Source: an optimization exercise on an open RTL-to-GDS flow (aim: small area). Production flows keep margins and buffers that such runs may drop.
In this exercise RTL edits were held to simulation tests only and were not proved equivalent to the original.
No run shown here takes its clock network from TritonCTS; it comes from the design's own scripts or RTL.
No driver is modelled on the clock port, so clock power and skew are understated where the tree is cut down; a real chip needs a root buffer or a tree.
No activity file was given, so power comes from the tool's default toggle rates.

==> flow/design.v <==
module dino_game
	(
		input        clk,
		input        resetn,
		input        go,
		input        jump,
		output [7:0] x,
		output [6:0] y,
		output [2:0] colour,
		output       plot
	);
	localparam S_START = 3'b000,
	           S_WAIT  = 3'b001,    
	           S_JUMP  = 3'b010,    
	           S_CHG   = 3'b011,    
	           S_DS    = 3'b100,    
	           S_DC    = 3'b101,    
	           S_DRAW  = 3'b110,
	           S_ERASE = 3'b111;
	reg [2:0]  state;
	reg        is_jump;
	reg [4:0]  L;         
	reg [11:0] U;         
	reg [5:0]  yb;        
	reg        dir;       
	wire drawing = (state == S_DS) | (state == S_DC) | (state == S_DRAW);
	wire finish  = ((U & 12'd3805) == 12'd1620);
	always @(posedge clk) begin
		if (!resetn)
			state <= S_START;
		else case (state)
			S_START: state <= go ? S_START : S_WAIT;
			S_WAIT:  state <= go ? S_DS : S_WAIT;
			S_DS:    state <= S_DRAW;
			S_DC:    state <= S_DRAW;
			S_DRAW:  state <= finish ? S_JUMP : S_DRAW;
			S_JUMP:  state <= is_jump ? S_ERASE : S_JUMP;
			S_ERASE: state <= (&L) ? S_CHG : S_ERASE;
			default: state <= S_DC;
		endcase
	end
	always @(posedge clk) begin
		if (!resetn)
			is_jump <= 1'b0;
		else if (!jump)
			is_jump <= 1'b1;
	end
	always @(posedge clk) begin
		if (!resetn)
			L <= 5'd0;
		else if (state[2])
			L <= L + 1'b1;
	end
	always @(posedge clk) begin
		if (!drawing || finish)
			U <= 12'd0;
		else if (&L)
			U <= {U[10:0], ~(U[11] ^ U[10])};
	end
	reg [4:0] px;
	reg [3:0] dy;
	always @(*) begin
		case (L)
			5'd0:  begin px = 16; dy = 3;  end
			5'd1:  begin px = 15; dy = 6;  end
			5'd2:  begin px = 14; dy = 6;  end
			5'd3:  begin px = 13; dy = 6;  end
			5'd4:  begin px = 16; dy = 6;  end
			5'd5:  begin px = 17; dy = 6;  end
			5'd6:  begin px = 15; dy = 7;  end
			5'd7:  begin px = 15; dy = 8;  end
			5'd8:  begin px = 15; dy = 5;  end
			5'd9:  begin px = 15; dy = 4;  end
			5'd10: begin px = 14; dy = 9;  end
			5'd11: begin px = 16; dy = 9;  end
			5'd12: begin px = 17; dy = 10; end
			5'd13: begin px = 13; dy = 10; end
			5'd14: begin px = 18; dy = 11; end
			5'd15: begin px = 12; dy = 11; end
			default: begin
				px = 5'd13 + L[3:2];
				dy = {2'b00, L[1:0]};
			end
		endcase
	end
	reg [5:0] A;
	always @(*) begin
		if (state == S_CHG)
			A = dir ? 6'd1 : 6'd63;
		else if (state == S_DC)
			A = dir ? 6'd53 : 6'd55;
		else if (state == S_DS)
			A = 6'd21;
		else
			A = 6'd51 + {2'b00, dy};
	end
	wire [6:0] row = {1'b0, yb} + {1'b0, A};
	always @(posedge clk) begin
		if (!resetn) begin
			yb  <= 6'd43;
			dir <= 1'b0;
		end else begin
			if (state == S_CHG)
				yb <= row[5:0];
			if (yb[0] & yb[4] & yb[5])         
				dir <= 1'b0;
			else if (!yb[2] & !yb[3] & !yb[4] & !yb[5])         
				dir <= 1'b1;
		end
	end
	wire blank = (state == S_DS);
	assign x = {3'b000, px[4] & !blank, px[3:0]};
	assign y = {row[6] & !blank, row[5:0]};
	assign colour = {3{(state == S_DRAW) | ((state == S_ERASE) & (L == 5'd1))}};
	assign plot = state[2];
endmodule
==> flow/flow/run.sh <==
#!/bin/bash
# Own layout flow:
#  1. the standard synthesis (standard.sh synth), unchanged;
#  2. the combinational logic between the registers is re-mapped by ABC for
#     area by 40 ABC scripts (five pre-passes, eight &deepsyn seeds);
#     registers keep their cells and names.
#     Each candidate is proved equivalent to the standard netlist (registers
#     paired by name) and the smallest is kept;
#  3. the standard ORFS layout from floorplan on, with buf_1 port buffers and
#     the clock tree made by clock_tree.tcl: three clkbuf_4 fed by the clock
#     port, each driving a third of the flip-flops; and one tie cell for
#     the three constant outputs (ties.tcl).
set -euo pipefail
W=$PWD
F=$W/flow
R=$W/orfs/results/$FLOW_PLATFORM/dino_game/base
LIB=$FLOW_HOME/platforms/$FLOW_PLATFORM/lib/sky130_fd_sc_hd__tt_025C_1v80.lib
YOSYS=$FLOW_HOME/../tools/install/yosys/bin/yosys
[ -x "$YOSYS" ] || YOSYS=yosys

# 1. standard synthesis
bash standard.sh synth > $W/log_synth.log 2>&1
cp $R/1_2_yosys.v $W/std.v

# 2. re-map
python3 $F/cutff.py $W/std.v $W/std_cut.v
# candidate ABC scripts: a pre-pass (none, dc2, &syn2, &syn3, &dc2) then
# &deepsyn from a seed (stopping after 100 steps without improvement), then
# area mapping
pre_pass() {
  case $1 in
    none) ;;
    dc2) echo 'dc2' ;;
    syn2) printf '&get -n\n&syn2\n&put\n' ;;
    syn3) printf '&get -n\n&syn3\n&put\n' ;;
    gdc2) printf '&get -n\n&dc2\n&put\n' ;;
  esac
}
run_cand() {
  local p=$1 s=$2 c=$1_$2
  { echo strash; pre_pass $p; printf '&get -n\n&deepsyn -J 100 -T 100 -S %s\n&put\ndch -f\namap\ntopo\n' $s; } > $W/cand_$c.abc
  sed -e "s#@LIB@#$LIB#g" -e "s#@IN@#$W/std.v#g" -e "s#@OUT@#$W/cand_$c.v#g" \
      -e "s#@ABC@#$W/cand_$c.abc#g" $F/reopt.ys > $W/cand_$c.ys
  $YOSYS -s $W/cand_$c.ys > $W/log_cand_$c.log 2>&1 || return 0
  # equivalence with the standard netlist, registers cut and paired by name
  python3 $F/cutff.py $W/cand_$c.v $W/cand_${c}_cut.v
  cat > $W/eq_$c.ys <<EOS
read_liberty -ignore_miss_func $LIB
read_verilog $W/std_cut.v
rename dino_game gold
read_verilog $W/cand_${c}_cut.v
rename dino_game gate
hierarchy -check
flatten
opt_clean
miter -equiv -flatten gold gate miter
hierarchy -top miter
sat -verify -prove trigger 0 miter
EOS
  if $YOSYS -s $W/eq_$c.ys > $W/log_eq_$c.log 2>&1; then
    grep -m1 "Chip area" $W/log_cand_$c.log | awk -v c=$c '{print $NF, c}' >> $W/reopt_areas.txt
  fi
}
: > $W/reopt_areas.txt
n=0
for p in none dc2 syn2 syn3 gdc2; do
  for s in 1 2 3 4 5 6 7 8; do
    run_cand $p $s &
    n=$((n + 1))
    if [ $((n % NUM_CORES)) -eq 0 ]; then wait; fi
  done
done
wait
if [ -s $W/reopt_areas.txt ]; then
  c=$(sort -n $W/reopt_areas.txt | head -1 | awk '{print $2}')
  echo "using candidate $c: $(sort -n $W/reopt_areas.txt | head -1)" > $W/reopt_choice.txt
  cp $W/cand_$c.v $R/1_2_yosys.v
  rm -f $R/1_synth.odb $R/1_synth.sdc
else
  echo "no re-mapped netlist passed; standard netlist kept" > $W/reopt_choice.txt
fi

# 3. layout
export BUFFER_PORTS_ARGS="-buffer_cell sky130_fd_sc_hd__buf_1"
export PRE_CTS_TCL=$F/clock_tree.tcl
export POST_FLOORPLAN_TCL=$F/ties.tcl
bash standard.sh > $W/log_layout.log 2>&1
==> flow/flow/clock_tree.tcl <==
# PRE_CTS_TCL hook: the clock tree is built here instead of by
# clock_tree_synthesis. The clock port drives nb leaf buffers of one type,
# each driving an equal share of the flip-flops (cut into runs by x), placed at
# the centre of its flip-flops; detailed placement then legalises them. All
# flip-flops are one buffer from the port, so their clock arrivals match.
set block [ord::get_db_block]
set db [ord::get_db]
set nb 3
set master [$db findMaster sky130_fd_sc_hd__clkbuf_4]
set clknet [$block findNet clk]
set sinks {}
foreach it [$clknet getITerms] {
  set i [$it getInst]
  set b [$i getBBox]
  lappend sinks [list $it [expr {([$b xMin] + [$b xMax]) / 2.0}] [expr {([$b yMin] + [$b yMax]) / 2.0}]]
}
# balanced groups: flip-flops sorted by x, cut into nb equal runs
set sorted [lsort -real -index 1 $sinks]
set n [llength $sorted]
set sinks {}
set assign {}
set cx [lrepeat $nb 0.0]; set cy [lrepeat $nb 0.0]; set sc [lrepeat $nb 0]
set idx 0
foreach s $sorted {
  set k [expr {int($idx * $nb / $n)}]
  lappend sinks $s; lappend assign $k
  lset cx $k [expr {[lindex $cx $k] + [lindex $s 1]}]
  lset cy $k [expr {[lindex $cy $k] + [lindex $s 2]}]
  lset sc $k [expr {[lindex $sc $k] + 1}]
  incr idx
}
for {set k 0} {$k < $nb} {incr k} {
  lset cx $k [expr {[lindex $cx $k] / [lindex $sc $k]}]
  lset cy $k [expr {[lindex $cy $k] / [lindex $sc $k]}]
}
for {set k 0} {$k < $nb} {incr k} {
  set net [odb::dbNet_create $block clknet_leaf_$k]
  $net setSigType CLOCK
  set inst [odb::dbInst_create $block $master clkbuf_leaf_$k]
  [$inst findITerm A] connect $clknet
  [$inst findITerm X] connect $net
  $inst setLocation [expr {int([lindex $cx $k])}] [expr {int([lindex $cy $k])}]
  $inst setPlacementStatus PLACED
  lappend nets $net
}
foreach s $sinks a $assign {
  set it [lindex $s 0]
  $it disconnect
  $it connect [lindex $nets $a]
}
puts "manual clock buffers: $nb x [$master getName], sinks per buffer: $sc"

set_propagated_clock [all_clocks]
# the tree is built: make cts.tcl's call of clock_tree_synthesis a no-op
rename clock_tree_synthesis cts_clock_tree_synthesis_unused
proc clock_tree_synthesis { args } {
  puts "clock_tree_synthesis skipped: the clock tree was built by the PRE_CTS_TCL hook"
}
==> flow/flow/cutff.py <==
import re, sys
# cutff.py in.v out.v : turn each dfxtp/edfxtp flop into a module input (Q) and output (D/DE)
src = open(sys.argv[1]).read()
inst = re.compile(r'\n\s*(sky130_fd_sc_hd__e?dfxtp_\d)\s+(\\\S+|\w+)\s*\((.*?)\);', re.S)
ports, body = [], []
n = [0]
def repl(m):
    name = m.group(2)
    key = re.sub(r'\W', '_', name.lstrip('\\'))
    conns = dict(re.findall(r'\.(\w+)\(\s*(.*?)\s*\)\s*(?:,|$)', m.group(3).strip(), re.S))
    out = []
    for pin, net in conns.items():
        if pin == 'CLK': continue
        if pin == 'Q':
            ports.append(('input', 'q_' + key)); out.append(f'  assign {net} = q_{key};')
        else:
            ports.append(('output', f'{pin.lower()}_{key}')); out.append(f'  assign {pin.lower()}_{key} = {net};')
    return '\n' + '\n'.join(out)
src = inst.sub(repl, src)
m = re.search(r'module\s+dino_game\s*\((.*?)\);', src, re.S)
plist = m.group(1) + ''.join(', ' + p for _, p in sorted(ports, key=lambda t: t[1]))
decl = ''.join(f'\n  {d} {p};' for d, p in sorted(ports, key=lambda t: t[1]))
src = src[:m.start()] + f'module dino_game({plist});{decl}' + src[m.end():]
open(sys.argv[2], 'w').write(src)
==> flow/flow/reopt.ys <==
read_liberty -ignore_miss_func @LIB@
read_verilog @IN@
hierarchy -top dino_game
setattr -mod -set keep_hierarchy 1 sky130_fd_sc_hd__dfxtp_1 sky130_fd_sc_hd__dfxtp_2 sky130_fd_sc_hd__dfxtp_4 sky130_fd_sc_hd__edfxtp_1
flatten
opt_clean -purge
abc -liberty @LIB@ -dont_use sky130_fd_sc_hd__probe_p_8 -dont_use sky130_fd_sc_hd__probec_p_8 -dont_use sky130_fd_sc_hd__lpflow_* -script @ABC@
opt_clean -purge
hilomap -singleton -hicell sky130_fd_sc_hd__conb_1 HI -locell sky130_fd_sc_hd__conb_1 LO
splitnets
opt_clean -purge
stat -liberty @LIB@
select dino_game
write_verilog -selected -noattr -nohex -nodec @OUT@
==> flow/flow/ties.tcl <==
# POST_FLOORPLAN_TCL hook: floorplan's repair_tie_fanout gave each constant
# output port its own tie cell; one tie cell per constant value drives them
# all instead (the ports still have one driver each, the tie cell's pin).
set block [ord::get_db_block]
set ties {}
foreach inst [$block getInsts] {
  if {[[$inst getMaster] getName] eq "sky130_fd_sc_hd__conb_1"} { lappend ties $inst }
}
foreach pin {LO HI} {
  set keep ""
  foreach inst $ties {
    set net [[$inst findITerm $pin] getNet]
    if {$net eq "NULL"} { continue }
    if {$keep eq ""} { set keep $net; continue }
    set other [expr {$pin eq "LO" ? "HI" : "LO"}]
    if {[[$inst findITerm $other] getNet] ne "NULL"} { continue }
    foreach bt [$net getBTerms] { $bt disconnect; $bt connect $keep }
    foreach it [$net getITerms] {
      if {[$it getInst] ne $inst} { $it disconnect; $it connect $keep }
    }
    puts "ties.tcl: merged [$inst getName] into the tie cell of [$keep getName]"
    odb::dbInst_destroy $inst
    odb::dbNet_destroy $net
  }
  # keep only the tie cells not destroyed for the next pass
  set alive {}
  foreach inst [$block getInsts] {
    if {[[$inst getMaster] getName] eq "sky130_fd_sc_hd__conb_1"} { lappend alive $inst }
  }
  set ties $alive
}
==> flow/standard.sh <==
#!/bin/bash
# synth_recipe.tcl (not shown) runs the flow's synth.tcl, then flattens the netlist and writes it again
# the make line also repeats each setting of config.mk as NAME=value (left out here)
make -C /OpenROAD-flow-scripts/flow DESIGN_CONFIG=/design/flow/config.mk WORK_HOME=/design/flow/orfs CLKGATE_MAP_FILE= SYNTH_SCRIPT=/design/flow/synth_recipe.tcl "${@:-finish}"
==> flow/config.mk <==
export PLATFORM = sky130hd
export DESIGN_NAME = dino_game
export DESIGN_NICKNAME = dino_game
export VERILOG_FILES = /design/flow/design.v
export SDC_FILE = /design/flow/constraint.sdc
export NUM_CORES = 4
export LEC_CHECK = 0
export ABC_AREA = 1
export CAP_MARGIN = 20
export CORE_MARGIN = 2
export CORE_UTILIZATION = 40
export SLEW_MARGIN = 20
==> flow/constraint.sdc <==
create_clock -name core_clock -period 10.0 [get_ports {clk}]
set_input_delay 2.0000 -clock core_clock [delete_from_list [all_inputs] [get_ports {clk}]]
set_output_delay 2.0000 -clock core_clock [all_outputs]
set_load 0.01 [all_outputs]
==> flow_summary.ini, run 1 <==
[detailed_routing]
routed-via-count = 1293
drc = 0
drt-vias-per-instance = 5.299
initialDrtViolationCount = 45
dr.pass1.iters = 5
wl_per_cell_um = 12.84
detail_route.wirelength_mm = 3.133
drtAntennaViolNets = 0

[clocking]
path_clk_slew_ns = 0.09
clock_latency_ns = 0.16
cts_setup_buffers = 0
cts_resized = 0
hold_buffers = 0

[layout]
final_nets = 206
post_route_cells_drive_above_1_share_pct = 1.500
diodes = 0
area_delta_synth_final_pct = 11.32
layout_commonest_cell = clkinv_1
final_cell_mix = 31 x clkinv_1, 28 x dfxtp_1, 26 x nor2_1

[synth]
syn-cell-area_um2 = 1315
synthesis.instances = 178
avgSynthCellArea_um2 = 7.388
ys_warn_count = 1

[timing]
rsz0062_at_grt = no
fin_ws_ns = 4.618
fin_worst_skew_ns = 0.002812
relSlewSlack_pct = 41.49
timing.fmax_mhz = 185.8
setup_viol = 0
hold_violations = 0
worstMarginPinSlew_ns = 0.8738
final.period_utilization_pct = 53.82
fin_crit_ns = 5.382
drv_slew = 0
setup_tns_ns = 0

[worst_setup_path]
end_kind = output pin
reg2reg_depth = 17
crit_type = flip-flop to output pin
cp.arrival_ns = 3.38
critPathLaunchType = flip-flop
crit_fanout = 11
required_ns = 8.00

[global_routing]
grt.overflow.total = 0
first_global_vias = 1207
grt_busiest_layer = met2
grt_max_degree = 13
grt_first_pass_wirelength_mm = 5.416
grtUsageTotal_pct = 18.21
antenna_found_initial = 0
met1_usage_pct = 24.94
grtUsageMet3_pct = 1.471
use_met2_pct = 31.76

[floorplan]
start_util_pct = 42.72
coreArea_um2 = 3078
die_w_um = 61.34
io_pins = 23
die_h_um = 61.34
rows = 20
die-area_um2 = 3762

[placed_design]
pre_cts_slack_ns = 4.846
port_buffers = 19
gp_congestion = 0.9116
hpwl_mm = 2.485

[run]
drv_cap = 0

[power_and_ir_drop]
powerDensity_nw_per_um2 = 160.5
p_sw_share_pct = 34.16
clock_power_share_pct = 17.3
ir_worst_vdd_mv = 0.1089
p_switching_w = 0.00008027
combPwrFrac_pct = 32.1
p_leak_nw = 0.4556
p_int_w = 0.0001547
p_seq_share_pct = 50.6

[hold_path]
min_delay_path_depth = 2
hold_path.class = flip-flop to flip-flop

[status]
outcome = no timing/DRC/antenna violations
[through the flow]
| stage | cell area, um^2 | util [%] | instances | hold WS (ns) | total power (W) |
|---|---|---|---|---|---|
| global route | 1464 | 47.56 | 244 | 0.4955 | 0.0002536 |
| floorplan | 1323 | - | 180 | 0.4255 | 0.0001751 |
| detailed placement | 1441 | 46.83 | 241 | 0.4476 | 0.0001971 |
| finish | 1464 | 47.56 | 244 | 0.4570 | 0.0002350 |
| CTS | 1464 | 47.56 | 244 | 0.4621 | 0.0002382 |
| global placement | 1441 | 46.83 | 241 | 0.4427 | 0.0001963 |
[power groups by stage]
stage	registers (W)	clock network, W	logic, W
after CTS	0.000119	0.0000433	0.0000760
final	0.000119	0.0000406	0.0000754
after floorplan	0.000121	0	0.0000544
after detailed placement	0.000121	0	0.0000757
after global placement	0.000121	0	0.0000749
after global routing	0.000120	0.0000476	0.0000864
[metal layers]
metal	share of wire [%]	vias up
li1	-	687
met1	49	570
met2	45	29
met3	3.7	7
met4	2.0	0
met5	0	-
[registers in the layout (all words and copies together), names as in the netlist]
| register | count |
|---|---|
| L | 5 |
| U | 12 |
| dir | 1 |
| is_jump | 1 |
| state | 3 |
| yb | 6 |
[cell type report]
| type | count | area, um^2 |
|---|---|---|
| sequential | 28 | 560.5 |
| buffer | 3 | 22.52 |
| timing repair buffer | 19 | 71.32 |
| fill | 326 | 1614 |
| tap | 44 | 55.05 |
| inverter | 31 | 116.4 |
| multi-input combinational | 119 | 638.1 |
[final timing paths]
check	from	endpoint	slack (ns)
setup / recovery	L[4]$_SDFFE_PN0P_	y[5]	4.62
hold / removal	is_jump$_SDFFE_PN0N_	is_jump$_SDFFE_PN0N_	0.46
setup reg to reg	L[4]$_SDFFE_PN0P_	yb[5]$_SDFFE_PN1P_	6.71
hold reg to reg	is_jump$_SDFFE_PN0N_	is_jump$_SDFFE_PN0N_	0.46
[critical path, cell delays in order, from the launching register on]
cell and delay [ns]:
dfxtp_1 0.55, clkinv_1 0.27, a21oi_1 0.29, a31oi_1 0.10, nor4_1 0.28, nor4b_1 0.10
a21oi_1 0.20, nor2_1 0.06, a21oi_1 0.14, nand2_1 0.08, o21ai_0 0.11, nor2_1 0.09
a21oi_1 0.16, nor2_1 0.08, a21oi_1 0.20, a21oi_1 0.12, nand2_1 0.10, o21a_1 0.13
buf_1 0.15
==> run 2: changes to the inputs <==
--- a/flow/design.v
+++ b/flow/design.v
@@ -9,14 +9,14 @@
 		output [2:0] colour,
 		output       plot
 	);
-	localparam S_START = 3'b000,
-	           S_WAIT  = 3'b001,    
-	           S_JUMP  = 3'b010,    
-	           S_CHG   = 3'b011,    
-	           S_DS    = 3'b100,    
+	localparam S_START = 3'b001,
+	           S_WAIT  = 3'b011,    
+	           S_JUMP  = 3'b000,    
+	           S_CHG   = 3'b010,    
+	           S_DS    = 3'b111,    
 	           S_DC    = 3'b101,    
-	           S_DRAW  = 3'b110,
-	           S_ERASE = 3'b111;
+	           S_DRAW  = 3'b100,
+	           S_ERASE = 3'b110;
 	reg [2:0]  state;
 	reg        is_jump;
 	reg [4:0]  L;         
==> run 2 against run 1 <==
Synthesized area barely moved; still clean on timing, DRC and antenna; critical path depth fell by 3; largest cell class unchanged; core utilization barely moved; sequential cell count did not move; via count rose by 0.62%; sequential power rose by 13%; largest power group is now combinational cells; clock power rose by 6.7%.
==> flow_summary.ini, run 2 <==
[status]
outcome = no timing/DRC/antenna violations

[global_routing]
grt.overflow.total = 0
first_global_vias = 1087
grt_first_pass_wirelength_mm = 4.781
grtUsageTotal_pct = 16.49
grt_max_degree = 13
antenna_found_initial = 0

[placed_design]
gp_congestion = 0.8332
port_buffers = 19
hpwl_mm = 2.306
dpl_cell_area_um2 = 1440
dp_cells = 246

[worst_setup_path]
required_ns = 8.00
crit_type = flip-flop to output pin
crit-reg2reg-capture = yb[4]$_SDFFE_PN0P_
end_kind = output pin
reg2reg_depth = 18
crit_cells = 15
rr_startpoint = state[1]$_SDFF_PN0_
max_stage_delay_ns = 0.48
critPathTopFamily = simple AND/OR/NAND/NOR gates
crit_path_top_delay_cell = nor3_1
critPathLaunchType = flip-flop
crit_fanout = 5
cp_common_cell = clkinv_1
path_cells = clkinv_1 > nor3_1 > clkinv_1 > nor2_1 > clkinv_1 > o31ai_1 > nor2_1 > a21oi_1 > nand2_1 > o21ai_0 > nand2_1 > a21oi_1 > o22ai_1 > o21ai_0 > buf_1
critPathBufInv = 4
endpoint = y[5]
critPathLaunch = state[1]$_SDFF_PN0_
cp.arrival_ns = 3.09
ff2ff_setup_slack_ns = 7.04

[layout]
design_area_um2 = 1463
area_delta_synth_final_pct = 11.33
post_route_cells_drive_above_1_share_pct = 1.463
reg_top3 = U (12), yb (6), L (5)
top_register = U
final_nets = 211
final_cell_mix = 33 x nor2_1, 29 x clkinv_1, 28 x dfxtp_1
layout_commonest_cell = nor2_1
final_cells = 249
diodes = 0
largest_reg_flops = 12
final_util_pct = 47.52

[timing]
worstMarginPinSlew_ns = 0.5470
fin_crit_ns = 5.086
final.period_utilization_pct = 50.86
rsz0062_at_grt = no
hold_violations = 0
setup_tns_ns = 0
drv_slew = 0
timing.fmax_mhz = 196.6
setup_viol = 0
relSlewSlack_pct = 63.25
fin_worst_skew_ns = 0.01936

[floorplan]
die_w_um = 61.31
start_util_pct = 42.68
die-area_um2 = 3759
rows = 20
io_pins = 23
coreArea_um2 = 3078
die_h_um = 61.31

[clocking]
path_clk_slew_ns = 0.09
clock_latency_ns = 0.17
cts_setup_buffers = 0
hold_buffers = 0
cts_resized = 0

[synth]
avgSynthCellArea_um2 = 7.179
synthesis.instances = 183
syn-cell-area_um2 = 1314
ys_warn_count = 1

[detailed_routing]
drc = 0
routed-via-count = 1301
dr.pass1.iters = 4
wl_per_cell_um = 11.83
detail_route.wirelength_mm = 2.945
drt-vias-per-instance = 5.225
initialDrtViolationCount = 85
drtAntennaViolNets = 0

[power_and_ir_drop]
p_total_w = 0.0003949
p_leak_nw = 0.4894
powerDensity_nw_per_um2 = 270.0
ir_worst_vdd_mv = 0.1041

[hold_path]
hold_path.class = flip-flop to flip-flop

[run]
drv_cap = 0
## run 2: cell types whose count changed in the layout (fill, tap and decap cells not counted), sizes merged, moves of 3 or more
| cell | before | now |
|---|---|---|
| o21ai | 9 | 15 |
| nand3 | 3 | 0 |
| nor4 | 5 | 1 |
| nor2 | 26 | 33 |
## run 2: how the worst min path moves through the flow
stage	from	to	slack [ns]	cells past startpoint
after detailed placement	is_jump$_SDFFE_PN0N_	is_jump$_SDFFE_PN0N_	0.44	2
after global placement	is_jump$_SDFFE_PN0N_	is_jump$_SDFFE_PN0N_	0.43	2
after CTS	is_jump$_SDFFE_PN0N_	is_jump$_SDFFE_PN0N_	0.45	2
after global routing	is_jump$_SDFFE_PN0N_	is_jump$_SDFFE_PN0N_	0.46	2
after floorplan	is_jump$_SDFFE_PN0N_	is_jump$_SDFFE_PN0N_	0.42	2
final	is_jump$_SDFFE_PN0N_	is_jump$_SDFFE_PN0N_	0.45	2
## run 2: tightest hold or removal path, delay by kind of cell (launching register included)
kind / cells / cell delay, ns
flip-flops: 1 / 0.31
buffers and inverters: 1 / 0.05
AO/OA/AOI/OAI: 1 / 0.05
## run 2: metrics by stage
stage	setup slack, ns	hold slack (ns)
2_1_floorplan	5.560	0.4203
3_3_place_gp	5.229	0.4340
3_5_place_dp	5.157	0.4365
4_1_cts	4.946	0.4506
5_1_grt	4.392	0.4637
6_report	4.914	0.4482
## run 2: cell type report
| class | instances | area (um^2) |
|---|---|---|
| fillers | 322 | 1615 |
| multi-input cells | 126 | 644.4 |
| flip-flops and latches | 28 | 560.5 |
| inverters | 29 | 108.9 |
| repair buffers | 19 | 71.32 |
| well taps | 44 | 55.05 |
| plain buffers | 3 | 22.52 |
## run 2: report_power, final
| part | internal, W | switching [W] | total [W] |
|---|---|---|---|
| sequential | 0.000121 | 0.0000127 | 0.000134 |
| combinational | 0.0000754 | 0.000142 | 0.000217 |
| clock | 0.0000144 | 0.0000289 | 0.0000433 |
| total | 0.000211 | 0.000184 | 0.000395 |
## run 2: routing by layer
metal	vias up	GRT usage [%]	share of wire [%]
met4	0	2.484	0.61
met5	-	0	0
met1	586	21.47	43
met3	2	2.311	5.6
li1	688	-	-
met2	25	29.48	51

[port drivers added, routing unchanged]
In the flow no input, the clock included, has a driving cell. The finished layouts below were timed again as built, in two steps. Step 1, drivers: a clkbuf_16 drives clk and a buf_2 each remaining input, both assumed. Step 2, shift: input delay + t, output delay - t, t = (earliest + latest rising clock arrival at the registers) / 2. This alone moves slack from input paths to output paths. Slacks: ideal / step 1 / step 2; pairs: ideal / step 1.
run | shift t [ns] | setup WS [ns] | worst slew at a driven data input, ns
run 1 | 0.191 | 4.618 / 4.582 / 4.772 | 0.03
run 2 | 0.198 | 4.914 / 4.879 / 5.077 | 0.04
After both steps every run listed still meets setup and hold.
